Context: an optimization exercise on an open-source flow, tuned for small area and a short achievable clock period. The choices shown serve that exercise and are no tape-out recipe. Function was not checked in any run shown here: the RTL went through the layout flow alone.

## flow/design.v (module list and top-level ports; edited modules follow where they fit)
// module Synth: 1211 lines
// module FA: 10 lines
// module GP: 11 lines
// module GC: 8 lines
// module AMUX: 8 lines
module Synth(
  input         clock,
  input         reset,
  input  [19:0] io_Freq_0,
  input  [19:0] io_Freq_1,
  input  [19:0] io_Freq_2,
  input  [19:0] io_Freq_3,
  input  [19:0] io_Freq_4,
  input  [19:0] io_Freq_5,
  input  [17:0] io_Amp_0,
  input  [17:0] io_Amp_1,
  input  [17:0] io_Amp_2,
  input  [17:0] io_Amp_3,
  input  [17:0] io_Amp_4,
  input  [17:0] io_Amp_5,
  output [22:0] io_Out
);
  // ...
==> flow/flow/run.sh <==
#!/bin/bash
# Standard ORFS layout with a tighter setup-repair target and minimum-size
# port buffers. Full tool output goes to standard.log in the work folder.
set -euo pipefail
bash standard.sh SETUP_SLACK_MARGIN=8.5 'BUFFER_PORTS_ARGS=-buffer_cell sky130_fd_sc_hd__buf_1' finish > standard.log 2>&1
==> flow/standard.sh <==
#!/bin/bash
# synth_recipe.tcl (not shown) runs the flow's synth.tcl, then flattens the netlist and writes it again
# the make line also repeats each setting of config.mk as NAME=value (left out here)
make -C /OpenROAD-flow-scripts/flow DESIGN_CONFIG=/design/flow/config.mk WORK_HOME=/design/flow/orfs CLKGATE_MAP_FILE= SYNTH_SCRIPT=/design/flow/synth_recipe.tcl "${@:-finish}"
==> flow/config.mk <==
export PLATFORM = sky130hd
export DESIGN_NAME = Synth
export DESIGN_NICKNAME = Synth
export VERILOG_FILES = /design/flow/design.v
export SDC_FILE = /design/flow/constraint.sdc
export NUM_CORES = 4
export LEC_CHECK = 0
export CAP_MARGIN = 20
export CORE_MARGIN = 2
export CORE_UTILIZATION = 40
export SLEW_MARGIN = 20
export SYNTH_HIERARCHICAL = 1
export SYNTH_MINIMUM_KEEP_SIZE = 0
export TNS_END_PERCENT = 20
==> flow/constraint.sdc <==
create_clock -name core_clock -period 15.0 [get_ports {clock}]
set_input_delay 3.0000 -clock core_clock [delete_from_list [all_inputs] [get_ports {clock}]]
set_output_delay 3.0000 -clock core_clock [all_outputs]
set_load 0.01 [all_outputs]
==> flow_metrics.tcl, run 1 <==
set metrics [dict create \
    synth_compound_area_share_pct 14.0 \
    whs_endpoint "t[11]" \
    final-nonclk-buf-share_pct 6.01 \
    antenna_left 0 \
    final_nets 4515 \
    grt_use_met1_pct 30.9 \
    grt_pass1_vias 28100 \
    rsz0062_at_grt "true" \
    cts_buffer_depth 3 \
    ys_seq_area_share_pct 29.0 \
    drc 0 \
    nonClockInverterCount 114 \
    outcome "complete, no violations" \
    rows 107 \
    synth.most_common_cell "dfxtp_1" \
    die_area_um2 88100 \
    whs_ps 466 \
    grt_util_met2_pct 38.7 \
    crit_path_cell_trace "buf_1, a222oi_1, nand3_4, buf_8, a22oi_2, xnor2_2, fa_2, fa_2, fa_1, fa_1, ha_4, or2_4, a21o_1, a21o_1, a21o_4, maj3_2" \
    syn_nets 4248 \
    synth.area.top_cells "dfxtp_1 25%, fa_1 13%, xnor2_1 9.7%, ha_1 8.3%, a22oi_1 5.0%" \
    wl_met3_mm 7.23 \
    start_kind "input port" \
    synthXorXnorAreaFrac_pct 14.1 \
    hp-class "reg -> reg" \
    async_flop_share_pct 0 \
    synth.distinct_cells 69 \
    arrival_ps 7640 \
    ys_warn_count 11 \
    cap_violations 0 \
    top_regs "div x120, idx x120" \
    numCtsBuffers 55 \
    slew_headroom_pct 28.3 \
]
==> inputs of run 2 (changes only) <==
--- a/flow/design.v
+++ b/flow/design.v
@@ -16,17 +16,16 @@
   output [22:0] io_Out
 );
   reg [11:0] t;              
   reg        ph;             
   reg [19:0] div [0:5];
   reg [19:0] idx [0:5];
   reg [19:0] X0, X1;         
   reg        Xc;
-  reg [19:0] IR5;            
   reg        negR;           
   reg [17:0] WS, WC;         
   reg        Wc;
   reg [19:0] PS, PC;         
   reg        Pc;
   reg [19:0] W1S, W1C;       
   reg        W1c;
   reg [20:0] OS, OC;         
@@ -1142,21 +1141,19 @@
   wire g0_12;
   GC ugc0_12 (.gh(g11_12), .ph(p11_12), .gl(g0_10), .g(g0_12));
   wire g0_16;
   GC ugc0_16 (.gh(g13_16), .ph(p13_16), .gl(g0_12), .g(g0_16));
   wire c17 = g0_16;
   assign R0 = {tc462, tc460, tc456, tc450, tc444, tc436, tc428, tc418, tc408, tc396, tc384, tc370, tc356, tc340, tc324, tc306, tc288, tc268, tc248, tc226, tc204, tc182, ts179, tc144, tc128, tc112, tc98, tc84, ts81, tc60, tc50, ts47, ts37, ts29, ts21, ts15, ts9, pp1[0], pp0[1], pp0[0]};
   assign R1 = {ts463, ts461, ts459, ts455, ts449, ts443, ts435, ts427, ts417, ts407, ts395, ts383, ts369, ts355, ts339, ts323, ts305, ts287, ts267, ts247, ts225, ts203, ts181, ts161, ts143, ts127, ts111, ts97, ts83, ts71, ts59, ts49, ts39, ts31, ts23, ts17, ts11, ts7, ts3, ts1};
   wire        c18 = (R0[17] & R1[17]) | ((R0[17] | R1[17]) & c17);
-  wire [19:0] nIR5 = ~IR5;
-  wire [19:0] s1 = W1S ^ W1C ^ nIR5;
-  wire [19:0] k1 = {(W1S[18:0] & W1C[18:0]) | (W1S[18:0] & nIR5[18:0]) | (W1C[18:0] & nIR5[18:0]), W1c};
-  wire [19:0] Y0 = s1 ^ k1 ^ irs_n;
-  wire [19:0] Y1 = {(s1[18:0] & k1[18:0]) | (s1[18:0] & irs_n[18:0]) | (k1[18:0] & irs_n[18:0]), 1'b1};
+  wire [19:0] wop = t[10] ? ~irs_c : irs_n;
+  wire [19:0] Y0 = W1S ^ W1C ^ wop;
+  wire [19:0] Y1 = {(W1S[18:0] & W1C[18:0]) | (W1S[18:0] & wop[18:0]) | (W1C[18:0] & wop[18:0]), W1c};
   always @(posedge clock) begin
     if (reset) begin
       t <= 12'h001;
       ph <= 1'b0;
       negR <= 1'b0;
       X0 <= 20'h0;
       X1 <= 20'h0;
       Xc <= 1'b0;
@@ -1182,22 +1179,24 @@
     WC <= R1[35:18];
     Wc <= c18;
     if (t[7]) begin
       PS <= R0[36:17];
       PC <= R1[36:17];
       Pc <= c17;
     end
     if (reset) begin
-      IR5 <= 20'h0;
       W1S <= 20'h0;
       W1C <= 20'h0;
       W1c <= 1'b0;
+    end else if (t[10]) begin
+      W1S <= Y0;
+      W1C <= Y1;
+      W1c <= 1'b1;
     end else if (t[9]) begin
-      IR5 <= irs_n;
       W1S <= R0[36:17];
       W1C <= R1[36:17];
       W1c <= c17;
     end
     if (reset) begin
       OS <= 21'h0;
       OC <= 21'h0;
       Oc <= 1'b0;
==> run 2 against run 1 <==
Still clean. Die area down 0.45%. Register-to-register slack about the same. Clock skew down 37 ps. First-iteration DRC count down 4.9%. Wire length up 0.33%. Critical path depth unchanged. Flip-flop and latch count down 20. Setup slack better by 99 ps. Utilization up 0.069 points. Critical endpoint unchanged. Highest routed layer is now met5.
==> flow_metrics.tcl, run 2 <==
set metrics [dict create \
    clk_pin_slew_ps 60 \
    die_h_um 296 \
    fin_ws_ps 7950 \
    start_kind "input port" \
    crit_path_max_incr_delay_ps 560 \
    utilization_pct 47.7 \
    grtUsageTotal_pct 24.4 \
    synth_edf_count 41 \
    cts_tree "yes" \
    fillers 8041 \
    final_common_cell "dfxtp_1" \
    grt_util_met2_pct 39.3 \
    die_area_um2 87700 \
    drv_slew 0 \
    clock_sinks 457 \
    cap_violations 0 \
    grt_max_degree 151 \
    dr_total_vias 28400 \
    min-delay-start "t[8]" \
    synth-main-ff-cell "dfxtp_1" \
    path_delay_family "adder cells" \
    required_ps 15480 \
    drt_iter0_drc 2269 \
    syn_nets 4226 \
    max_freq_mhz 142 \
    root_buffer "clkbuf_16" \
    async_flop_share_pct 0 \
    tns_ps 0 \
    synth.distinct_cells 81 \
    num_io_pins 253 \
    syn_area_per_cell_um2 9.59 \
    via_per_inst 5.64 \
    port-buffer-count 252 \
    netlist_area_um2 34100 \
    ys_seq_area_share_pct 28.0 \
    ys_ff_latch 457 \
    post_drt_wl_per_cell_um 21.5 \
    yosysTopAreaCellShare_pct 24.4 \
    cts_buffer_depth 3 \
    antenna_found_initial 5 \
    die_w_um 296 \
    worst_path_max_delay_cell "fa_2" \
    dp_worst_setup_slack_ps 6660 \
    reg2reg_from "X1[0]" \
    whs_ps 478 \
    place.gp.congestion 0.890 \
    r2r_slack_ps 8000 \
    hold_viol 0 \
    firstDrtPassIters 7 \
    finClkSkew_ps 17.5 \
    multi_input_area_um2 24500 \
    outcome "complete, no violations" \
    start_util_pct 40.2 \
    layout_min_cycle_time_ps 7050 \
    crit_type "in -> reg" \
    hp-class "reg -> reg" \
    grt_use_met1_pct 32.9 \
    crit_fanout 6 \
    grt_use_met3_pct 4.38 \
    coreArea_um2 84900 \
    hpwl_mm 75.1 \
    crit_buf_inv 2 \
    synth_cells 3559 \
    fin_crit_sh_pct 47.0 \
    finalSetupViolCount 0 \
    final_nets 4521 \
    ys_warn_count 11 \
    yosys.area.top_type "dfxtp_1" \
    rows 107 \
    busiest_layer "met2" \
    crit_path_start "io_Amp_0[1]" \
    grt_pass1_wl_mm 166 \
    numCtsBuffers 53 \
    tightestPinTransition_ps 1130 \
    drive_gt1_share_pct 14.7 \
    synth.area.top_cells "dfxtp_1 24%, fa_1 12%, xnor2_1 9.5%, ha_1 8.3%, xor2_1 4.5%" \
    layout_common_cells "410 x dfxtp_1, 341 x xnor2_1, 271 x nor2_1" \
    rsz0062_at_grt "true" \
    syn2layout_area_growth_pct 18.7 \
    crit_path_end_kind "flip-flop" \
    antenna_left 0 \
    grt_pass1_vias 28000 \
    overflow 0 \
    top_regs "div x120, idx x120" \
    ys_top_cells_by_count "416 x dfxtp_1, 371 x xnor2_1, 274 x nor2_1, 227 x ha_1, 210 x fa_1" \
    crit_path_cell_trace "buf_1, a222oi_1, nand3_4, buf_6, a22oi_2, xnor2_1, fa_1, fa_2, fa_2, fa_1, ha_1, or2_4, and2_4, a21o_1, a21o_4, maj3_2" \
    ff_latch_area_um2 9580 \
    arrival_ps 7530 \
    drc 0 \
    drt_wl_total_mm 108 \
    htree_levels 2 \
    clk_latency_ps 600 \
    slew_headroom_pct 24.5 \
    synth.most_common_cell "dfxtp_1" \
]
run 2: cell count changes in the layout (fill, tap and decap cells not counted), moves of 19 or more:
cell / before / now
a211oi_1: 18 / 73
mux2i_1: 93 / 52
inv_1: 110 / 91
a22oi_1: 198 / 169
buf_4: 114 / 149
a21oi_1: 48 / 28
a22oi_2: 30 / 49
run 2: worst register-to-register path: cells and delay by family (launching register included):
kind            cells  cell delay, ps
compound gates      9            1870
xor+xnor            4             760
fa+ha+maj           7            2720
buf+inv             4             730
flops               1             320
simple gates        3             480
run 2: per-stage QoR:
step / area [µm²] / cells
CTS: 40000 / 5023
global placement: 36200 / 4797
detailed placement: 36200 / 4797
floorplan: 34400 / 3559
finish: 40500 / 5043
global route: 40500 / 5042
run 2: kinds of logic (layout without fill, tap and decap cells):
family	Yosys count	count (layout)	share of synthesized area [%]
adder cells (fa/ha/maj)	438	438	20.7
other	0	1	0
flip-flops	457	457	28.0
AO/OA/AOI/OAI	744	744	16.3
AND/OR/NAND/NOR	1001	1005	15.1
XOR/XNOR	549	549	14.2
buffers and inverters	311	646	3.93
multiplexers	59	59	1.76
run 2: layer usage:
metal / part of all wire, % / wire [µm]
met1: 43 / 46300
met3: 8.0 / 8710
met4: 3.6 / 3880
met5: 0.022 / 24
met2: 46 / 49400
run 2: what timing repair did:
item,in CTS,in global routing
hold buffers,0,0
gates cloned,5,1
gates resized for setup,154,90
endpoints found under the setup margin,179,134
setup buffers,122,17
pin swaps,70,66
run 2: Yosys stat by module (local to each module, per instance):
module	cells inside	flip-flops and latches
FA	1	0
GP	2	0
AMUX	4	0
Synth	3036	457
GC	1	0
run 2: cell type report:
cell class,instances,share of cell area [%]
Multi-Input combinational cell,2795,60.4
Inverter,96,0.908
Antenna cell,1,0.00618
Timing Repair Buffer,451,6.97
Clock inverter,21,0.615
Tap cell,1144,3.53
Clock buffer,78,3.96
Sequential cell,457,23.6
run 2: final timing paths:
kind           to  depth (start not counted)
min reg2reg  t[9]                          1
max reg2reg    Wc                         27
min          t[9]                          1
max            Wc                         16

## re-timing with driven ports
In the flow no input, the clock included, has a driving cell. The finished layouts below were timed again as built, in two steps. Step 1, drivers: a clkbuf_16 drives clock and a buf_2 each remaining input, both assumed. Step 2 adds t to the input delays and takes it off the output delays; t is the mean of the earliest and latest rising clock arrival at the registers after step 1. Input paths then give back, and output paths get back, about the clock's delay inside the block. Three values: no drivers, after step 1, after step 2; two values: the first two.
run	t, ns	setup slack, ns	slew at the worst register clock pin (ns)	worst slew at a driven data input, ns
run 1	0.681	7.850 / 7.889 / 7.208	0.07 / 0.07	0.05
run 2	0.648	7.949 / 7.984 / 7.336	0.06 / 0.06	0.05
After both steps setup and hold are still met in every run listed. The setup slack of run 1, which loses most, moves by +0.039 ns with the drivers and by -0.642 ns with both steps.
